This design comes from an exercise in tuning for small area on the open sky130 flow, not from production work.
Where RTL was checked, it was by simulation tests only, not by an equivalence proof against the original.
No activity file was given, so power comes from the tool's default toggle rates.

==> inputs of quartz <==
Design USFFT64_2B, start of the top module:
module USFFT64_2B ( CLK ,RST ,ED ,START ,SHIFT ,DR ,DI ,RDY ,OVF1 ,OVF2 ,ADDR ,DOR ,DOI );
==> module FFT8, before the edit <==
module FFT8 ( DOR ,DII ,RST ,ED ,CLK ,DOI ,START ,DIR ,RDY );
	parameter nb=13;	
	input ED ;
	wire ED ;
	input RST ;
	wire RST ;
	input CLK ;
	wire CLK ;
	input [nb-1:0] DII ;
	wire [nb-1:0] DII ;
	input START ;
	wire START ;
	input [nb-1:0] DIR ;
	wire [nb-1:0] DIR ;
	output [nb+2:0] DOI ;
	wire [nb+2:0] DOI ;
	output [nb+2:0] DOR ;
	wire [nb+2:0] DOR ;
	output RDY ;
	reg RDY ;		   
	reg [2:0] ct;  
	reg [3:0] ctd;  
	always @(   posedge CLK) begin	 
			if (RST)	begin
					ct<=0; 
					ctd<=15; 
				RDY<=0;  end
			else if (START)	  begin
					ct<=0; 
					ctd<=0;	
				RDY<=0;   end
			else if (ED) begin	
					RDY<=0; 
					ct<=ct+1;	
					if (ctd !=4'b1111)
						ctd<=ctd+1;		
					if (ctd==12 ) 
						RDY<=1;
				end 
		end	   
	localparam W = nb+3;
	function [W-1:0] radd;
		input [W-1:0] x, y;
		input c0;
		reg c;
		integer i;
		begin
			c = c0;
			for (i=0; i<W; i=i+1) begin
					radd[i] = x[i] ^ y[i] ^ c;
					c = (x[i] & y[i]) | (c & (x[i] ^ y[i]));
				end
		end
	endfunction
	reg [2*nb-1:0] dl [0:7];
	integer k;
	always @(posedge CLK)
		if (ED) begin
				dl[0] <= {DIR, DII};
				for (k=1; k<8; k=k+1) dl[k] <= dl[k-1];
			end
	wire signed [nb-1:0] inr = dl[3][2*nb-1:nb], ini = dl[3][nb-1:0];
	wire signed [nb-1:0] xr = dl[7][2*nb-1:nb],  xi = dl[7][nb-1:0];
	wire signed [W-1:0] sr = radd(xr, inr, 1'b0), si = radd(xi, ini, 1'b0);
	wire signed [W-1:0] qr = radd(xr, ~inr, 1'b1), qi = radd(xi, ~ini, 1'b1);
	reg signed [W-1:0] ar, ai, br, bi, m3r, m3i, m2r, m2i, ur, ui;
	reg signed [W-1:0] d35r, d35i, v1r, v1i, v2r, v2i, zr, zi;
	reg signed [nb:0] t4r, t4i;
	reg signed [W-1:0] or_, oi;
	wire signed [nb+1:0] mir = (ct==4) ? v2r[nb+1:0] : v1r[nb+1:0];
	wire signed [nb+1:0] mii = (ct==4) ? v2i[nb+1:0] : v1i[nb+1:0];
	wire signed [nb+1:0] mvr, mvi;
	MPU707 #(nb) UMR( .DI(mir), .DO(mvr));
	MPU707 #(nb) UMI( .DI(mii), .DO(mvi));
	wire signed [W-1:0] wr = radd(ur, v1r, 1'b0), wi = radd(ui, v1i, 1'b0);
	always @(posedge CLK) 
		if (ED) 
			case (ct)
				0: begin
						ar <= sr; ai <= si;								 
						m3r <= qr; m3i <= qi;							 
						or_ <= radd(v2r, ~ui, 1'b1); oi <= radd(v2i, ur, 1'b0);	 
						v2r <= radd(v2r, ui, 1'b0); v2i <= radd(v2i, ~ur, 1'b1);	 
					end
				1: begin
						br <= sr; bi <= si;								 
						t4r <= qr; t4i <= qi;							 
						or_ <= br; oi <= bi;							 
					end
				2: begin
						ar <= radd(ar, sr, 1'b0); ai <= radd(ai, si, 1'b0);		 
						m2r <= radd(ar, ~sr, 1'b1); m2i <= radd(ai, ~si, 1'b1);	 
						ur <= qr; ui <= qi;								 
						or_ <= v2r; oi <= v2i;							 
					end
				3: begin
						br <= radd(br, sr, 1'b0); bi <= radd(bi, si, 1'b0);		 
						d35r <= radd(br, ~sr, 1'b1); d35i <= radd(bi, ~si, 1'b1);
						v1r <= radd(t4r, qr, 1'b0); v1i <= radd(t4i, qi, 1'b0);
						v2r <= radd(t4r, ~qr, 1'b1); v2i <= radd(t4i, ~qi, 1'b1);
						or_ <= d35r; oi <= d35i;						 
					end
				4: begin
						v2r <= mvr; v2i <= mvi;							 
						or_ <= zr; oi <= zi;							 
					end
				5: begin
						or_ <= radd(ar, br, 1'b0); oi <= radd(ai, bi, 1'b0);		 
						br <= radd(ar, ~br, 1'b1); bi <= radd(ai, ~bi, 1'b1);	 
						v1r <= mvr; v1i <= mvi;							 
						m3r <= radd(m3r, v2r, 1'b0); m3i <= radd(m3i, v2i, 1'b0);	 
						v2r <= radd(m3r, ~v2r, 1'b1); v2i <= radd(m3i, ~v2i, 1'b1);	 
					end
				6: begin
						or_ <= radd(m3r, wi, 1'b0); oi <= radd(m3i, ~wr, 1'b1);	 
						zr <= radd(m3r, ~wi, 1'b1); zi <= radd(m3i, wr, 1'b0);	 
						ur <= radd(ur, ~v1r, 1'b1); ui <= radd(ui, ~v1i, 1'b1);	 
					end
				7: begin
						or_ <= radd(m2r, d35i, 1'b0); oi <= radd(m2i, ~d35r, 1'b1);	 
						d35r <= radd(m2r, ~d35i, 1'b1); d35i <= radd(m2i, d35r, 1'b0);	 
					end
			endcase
	assign	DOR=or_;
	assign	DOI=oi;
endmodule
Settings: LEC_CHECK=0, CAP_MARGIN=20, CORE_MARGIN=2, CORE_UTILIZATION=45, CTS_BUF_LIST=sky130_fd_sc_hd__clkbuf_4, PLACE_DENSITY=0.55, SLEW_MARGIN=20; clock period 10.0 ns.
run.sh (not shown) runs the stock make flow with config.mk's settings and CLKGATE_MAP_FILE= SYNTH_SCRIPT=/design/flow/synth_recipe.tcl, a recipe that flattens the netlist after the stock synthesis.
==> violet (differences from quartz) <==
--- a/flow/design.v
+++ b/flow/design.v
@@ -228,18 +228,29 @@
 	reg RDY ;		   
 	reg [2:0] ct;  
 	reg [3:0] ctd;  
+	reg [7:0] ph;  
+	reg [7:0] pa, pb;  
 	always @(   posedge CLK) begin	 
 			if (RST)	begin
 					ct<=0; 
+					ph<=8'b00000001;
+					pa<=8'b00000001;
+					pb<=8'b00000001;
 					ctd<=15; 
 				RDY<=0;  end
 			else if (START)	  begin
 					ct<=0; 
+					ph<=8'b00000001;
+					pa<=8'b00000001;
+					pb<=8'b00000001;
 					ctd<=0;	
 				RDY<=0;   end
 			else if (ED) begin	
 					RDY<=0; 
 					ct<=ct+1;	
+					ph<={ph[6:0],ph[7]};
+					pa<={pa[6:0],pa[7]};
+					pb<={pb[6:0],pb[7]};
 					if (ctd !=4'b1111)
 						ctd<=ctd+1;		
 					if (ctd==12 ) 
@@ -260,6 +271,29 @@
 				end
 		end
 	endfunction
+	localparam LW = W/2;
+	function [W-1:0] cadd;
+		input [W-1:0] x, y;
+		input c0;
+		reg c, c1h, c0h;
+		reg [W-1:0] s0, s1;
+		integer i;
+		begin
+			c = c0;
+			for (i=0; i<LW; i=i+1) begin
+					cadd[i] = x[i] ^ y[i] ^ c;
+					c = (x[i] & y[i]) | (c & (x[i] ^ y[i]));
+				end
+			c0h = 1'b0; c1h = 1'b1;
+			for (i=LW; i<W; i=i+1) begin
+					s0[i] = x[i] ^ y[i] ^ c0h;
+					c0h = (x[i] & y[i]) | (c0h & (x[i] ^ y[i]));
+					s1[i] = x[i] ^ y[i] ^ c1h;
+					c1h = (x[i] & y[i]) | (c1h & (x[i] ^ y[i]));
+					cadd[i] = c ? s1[i] : s0[i];
+				end
+		end
+	endfunction
 	reg [2*nb-1:0] dl [0:7];
 	integer k;
 	always @(posedge CLK)
@@ -269,66 +303,74 @@
 			end
 	wire signed [nb-1:0] inr = dl[3][2*nb-1:nb], ini = dl[3][nb-1:0];
 	wire signed [nb-1:0] xr = dl[7][2*nb-1:nb],  xi = dl[7][nb-1:0];
-	wire signed [W-1:0] sr = radd(xr, inr, 1'b0), si = radd(xi, ini, 1'b0);
-	wire signed [W-1:0] qr = radd(xr, ~inr, 1'b1), qi = radd(xi, ~ini, 1'b1);
-	reg signed [W-1:0] ar, ai, br, bi, m3r, m3i, m2r, m2i, ur, ui;
-	reg signed [W-1:0] d35r, d35i, v1r, v1i, v2r, v2i, zr, zi;
-	reg signed [nb:0] t4r, t4i;
+	reg signed [nb+1:0] ar, ai, m2r, m2i, v1r, v1i;
+	reg signed [W-1:0] br, bi, m3r, m3i, ur, ui;
+	reg signed [W-1:0] d35r, d35i, v2r, v2i, zr, zi;
 	reg signed [W-1:0] or_, oi;
-	wire signed [nb+1:0] mir = (ct==4) ? v2r[nb+1:0] : v1r[nb+1:0];
-	wire signed [nb+1:0] mii = (ct==4) ? v2i[nb+1:0] : v1i[nb+1:0];
+	wire signed [nb+1:0] mir = ph[4] ? v2r : v1r;
+	wire signed [nb+1:0] mii = ph[4] ? v2i : v1i;
 	wire signed [nb+1:0] mvr, mvi;
 	MPU707 #(nb) UMR( .DI(mir), .DO(mvr));
 	MPU707 #(nb) UMI( .DI(mii), .DO(mvi));
-	wire signed [W-1:0] wr = radd(ur, v1r, 1'b0), wi = radd(ui, v1i, 1'b0);
+	wire signed [W-1:0] par = pa[5] ? ar : pa[6] ? ur : pa[7] ? m2r : xr;
+	wire signed [W-1:0] pai = pa[5] ? ai : pa[6] ? ui : pa[7] ? m2i : xi;
+	wire signed [W-1:0] rar = pa[5] ? br : pa[6] ? v1r : pa[7] ? d35i : inr;
+	wire signed [W-1:0] rai = pa[5] ? bi : pa[6] ? v1i : pa[7] ? d35r : ini;
+	wire signed [W-1:0] sar = cadd(par, rar, 1'b0), sai = cadd(pai, rai, 1'b0);
+	wire signed [W-1:0] dar = cadd(par, ~rar, 1'b1), dai = cadd(pai, ~rai, 1'b1);
+	wire signed [W-1:0] pbr = pb[2] ? ar : pb[3] ? br : (pb[5] | pb[6]) ? m3r : v2r;
+	wire signed [W-1:0] pbi = pb[2] ? ai : pb[3] ? bi : (pb[5] | pb[6]) ? m3i : v2i;
+	wire signed [W-1:0] rbr = (pb[2] | pb[3]) ? sar : pb[5] ? v2r : pb[6] ? sai : ui;
+	wire signed [W-1:0] rbi = (pb[2] | pb[3]) ? sai : pb[5] ? v2i : pb[6] ? sar : ur;
+	wire signed [W-1:0] sbr = cadd(pbr, rbr, 1'b0), sbi = cadd(pbi, rbi, 1'b0);
+	wire signed [W-1:0] dbr = cadd(pbr, ~rbr, 1'b1), dbi = cadd(pbi, ~rbi, 1'b1);
 	always @(posedge CLK) 
-		if (ED) 
-			case (ct)
-				0: begin
-						ar <= sr; ai <= si;								 
-						m3r <= qr; m3i <= qi;							 
-						or_ <= radd(v2r, ~ui, 1'b1); oi <= radd(v2i, ur, 1'b0);	 
-						v2r <= radd(v2r, ui, 1'b0); v2i <= radd(v2i, ~ur, 1'b1);	 
-					end
-				1: begin
-						br <= sr; bi <= si;								 
-						t4r <= qr; t4i <= qi;							 
+		if (ED) begin
+				if (ph[0]) begin
+						ar <= sar; ai <= sai;							 
+						m3r <= dar; m3i <= dai;							 
+						or_ <= dbr; oi <= sbi;							 
+						v2r <= sbr; v2i <= dbi;							 
+					end
+				if (ph[1]) begin
+						br <= sar; bi <= sai;							 
+						v1r <= dar; v1i <= dai;							 
 						or_ <= br; oi <= bi;							 
 					end
-				2: begin
-						ar <= radd(ar, sr, 1'b0); ai <= radd(ai, si, 1'b0);		 
-						m2r <= radd(ar, ~sr, 1'b1); m2i <= radd(ai, ~si, 1'b1);	 
-						ur <= qr; ui <= qi;								 
+				if (ph[2]) begin
+						ar <= sbr; ai <= sbi;							 
+						m2r <= dbr; m2i <= dbi;							 
+						ur <= dar; ui <= dai;							 
 						or_ <= v2r; oi <= v2i;							 
 					end
-				3: begin
-						br <= radd(br, sr, 1'b0); bi <= radd(bi, si, 1'b0);		 
-						d35r <= radd(br, ~sr, 1'b1); d35i <= radd(bi, ~si, 1'b1);
-						v1r <= radd(t4r, qr, 1'b0); v1i <= radd(t4i, qi, 1'b0);
-						v2r <= radd(t4r, ~qr, 1'b1); v2i <= radd(t4i, ~qi, 1'b1);
+				if (ph[3]) begin
+						br <= sbr; bi <= sbi;							 
+						d35r <= dbr; d35i <= dbi;						 
+						v1r <= cadd(v1r, dar, 1'b0); v1i <= cadd(v1i, dai, 1'b0);	 
+						v2r <= cadd(v1r, ~dar, 1'b1); v2i <= cadd(v1i, ~dai, 1'b1);	 
 						or_ <= d35r; oi <= d35i;						 
 					end
-				4: begin
+				if (ph[4]) begin
 						v2r <= mvr; v2i <= mvi;							 
 						or_ <= zr; oi <= zi;							 
 					end
-				5: begin
-						or_ <= radd(ar, br, 1'b0); oi <= radd(ai, bi, 1'b0);		 
-						br <= radd(ar, ~br, 1'b1); bi <= radd(ai, ~bi, 1'b1);	 
+				if (ph[5]) begin
+						or_ <= sar; oi <= sai;							 
+						br <= dar; bi <= dai;							 
 						v1r <= mvr; v1i <= mvi;							 
-						m3r <= radd(m3r, v2r, 1'b0); m3i <= radd(m3i, v2i, 1'b0);	 
-						v2r <= radd(m3r, ~v2r, 1'b1); v2i <= radd(m3i, ~v2i, 1'b1);	 
+						m3r <= sbr; m3i <= sbi;							 
+						v2r <= dbr; v2i <= dbi;							 
 					end
-				6: begin
-						or_ <= radd(m3r, wi, 1'b0); oi <= radd(m3i, ~wr, 1'b1);	 
-						zr <= radd(m3r, ~wi, 1'b1); zi <= radd(m3i, wr, 1'b0);	 
-						ur <= radd(ur, ~v1r, 1'b1); ui <= radd(ui, ~v1i, 1'b1);	 
-					end
-				7: begin
-						or_ <= radd(m2r, d35i, 1'b0); oi <= radd(m2i, ~d35r, 1'b1);	 
-						d35r <= radd(m2r, ~d35i, 1'b1); d35i <= radd(m2i, d35r, 1'b0);	 
+				if (ph[6]) begin
+						or_ <= sbr; oi <= dbi;							 
+						zr <= dbr; zi <= sbi;							 
+						ur <= dar; ui <= dai;							 
+					end
+				if (ph[7]) begin
+						or_ <= sar; oi <= dai;							 
+						d35r <= dar; d35i <= sai;						 
 					end
-			endcase
+			end
 	assign	DOR=or_;
 	assign	DOI=oi;
 endmodule
CORE_UTILIZATION = 55   (was 45)
CTS_BUF_LIST = sky130_fd_sc_hd__clkbuf_8   (was sky130_fd_sc_hd__clkbuf_4)
CTS_CLUSTER_DIAMETER = 45   (was default)
CTS_CLUSTER_SIZE = 16   (was default)
PLACE_DENSITY = 0.65   (was 0.55)
==> lagoon (differences from quartz) <==
--- a/flow/design.v
+++ b/flow/design.v
@@ -271,8 +271,9 @@
 	wire signed [nb-1:0] xr = dl[7][2*nb-1:nb],  xi = dl[7][nb-1:0];
 	wire signed [W-1:0] sr = radd(xr, inr, 1'b0), si = radd(xi, ini, 1'b0);
 	wire signed [W-1:0] qr = radd(xr, ~inr, 1'b1), qi = radd(xi, ~ini, 1'b1);
-	reg signed [W-1:0] ar, ai, br, bi, m3r, m3i, m2r, m2i, ur, ui;
-	reg signed [W-1:0] d35r, d35i, v1r, v1i, v2r, v2i, zr, zi;
+	reg signed [nb+1:0] ar, ai, m2r, m2i, v1r, v1i;
+	reg signed [W-1:0] br, bi, m3r, m3i, ur, ui;
+	reg signed [W-1:0] d35r, d35i, v2r, v2i, zr, zi;
 	reg signed [nb:0] t4r, t4i;
 	reg signed [W-1:0] or_, oi;
 	wire signed [nb+1:0] mir = (ct==4) ? v2r[nb+1:0] : v1r[nb+1:0];
CTS_BUF_LIST = sky130_fd_sc_hd__clkbuf_8   (was sky130_fd_sc_hd__clkbuf_4)
CTS_CLUSTER_DIAMETER = 45   (was default)
CTS_CLUSTER_SIZE = 16   (was default)
==> qor summary <==
Total non-filler cell area in the finished layout: quartz 331200 um^2; lagoon 326400 um^2; violet 308900 um^2
Pre-CTS WS: quartz 0.4615 ns; lagoon 0.5293 ns; violet -0.09350 ns
Ratio of total power to cell area: quartz 275.5 nW/um^2; lagoon 262.9 nW/um^2; violet 256.0 nW/um^2
Area taken by multi-input logic gates: quartz 74040 um^2; lagoon 73850 um^2; violet 64870 um^2
Total number of sequential cells: quartz 7170; lagoon 7158; violet 7140
CTS clock-pin slew for the worst setup and hold paths: quartz 0.07 ns; lagoon 0.08 ns; violet 0.09 ns
Die Outline Area: quartz 665500 um^2; lagoon 663500 um^2; violet 523200 um^2
Cell count along the critical path: quartz 26; lagoon 34; violet 36
Gr usage total: quartz 19.14%; lagoon 18.37%; violet 21.48%
Clk buf depth: quartz 5; lagoon 4; violet 4
Vias in the first global route: quartz 150.9k; lagoon 143.8k; violet 137.6k
Clk cell area share: quartz 6.627%; lagoon 5.506%; violet 4.349%
Clock buffers created by TritonCTS: quartz 1828; lagoon 775; violet 655
Layout Area Growth over Synthesis: quartz 11.69%; lagoon 10.38%; violet 8.535%
Result of the run: quartz finished clean; lagoon finished clean; violet finished clean
Met2 Use GR: quartz 29.36%; lagoon 28.81%; violet 32.50%
For quartz and lagoon, only the layout was checked, not whether the RTL still works.

-- re-timing with driven ports --
The flow's constraints put no driver on any port. The routed layouts listed below were extracted and timed again, unchanged, in two steps. Step 1 sets driving cells, clkbuf_16 on the clock port and buf_2 on the other inputs (assumed; they add their load-dependent delay and slew). Step 2 moves the port delays by t, midway between the first and last clock arrival at a register: inputs arrive t later, outputs are due t later. That takes back most of the time a late clock gives input paths. a / b / c = no drivers / after step 1 / after step 2; a / b = the first two.
| run | t (ns) | slack for setup (ns) | worst hold slack (ns) | cell pins on the clock port's net |
|---|---|---|---|---|
| quartz | 1.869 | 0.496 / 0.496 / 0.496 | 0.262 / 0.262 / 0.262 | 1 |
| violet | 1.361 | 0.366 / 0.366 / 0.366 | 0.371 / 0.371 / 0.371 | 1 |
| lagoon | 1.462 | 0.381 / 0.381 / 0.381 | 0.373 / 0.373 / 0.373 | 1 |
After both steps setup and hold are still met in every run listed.
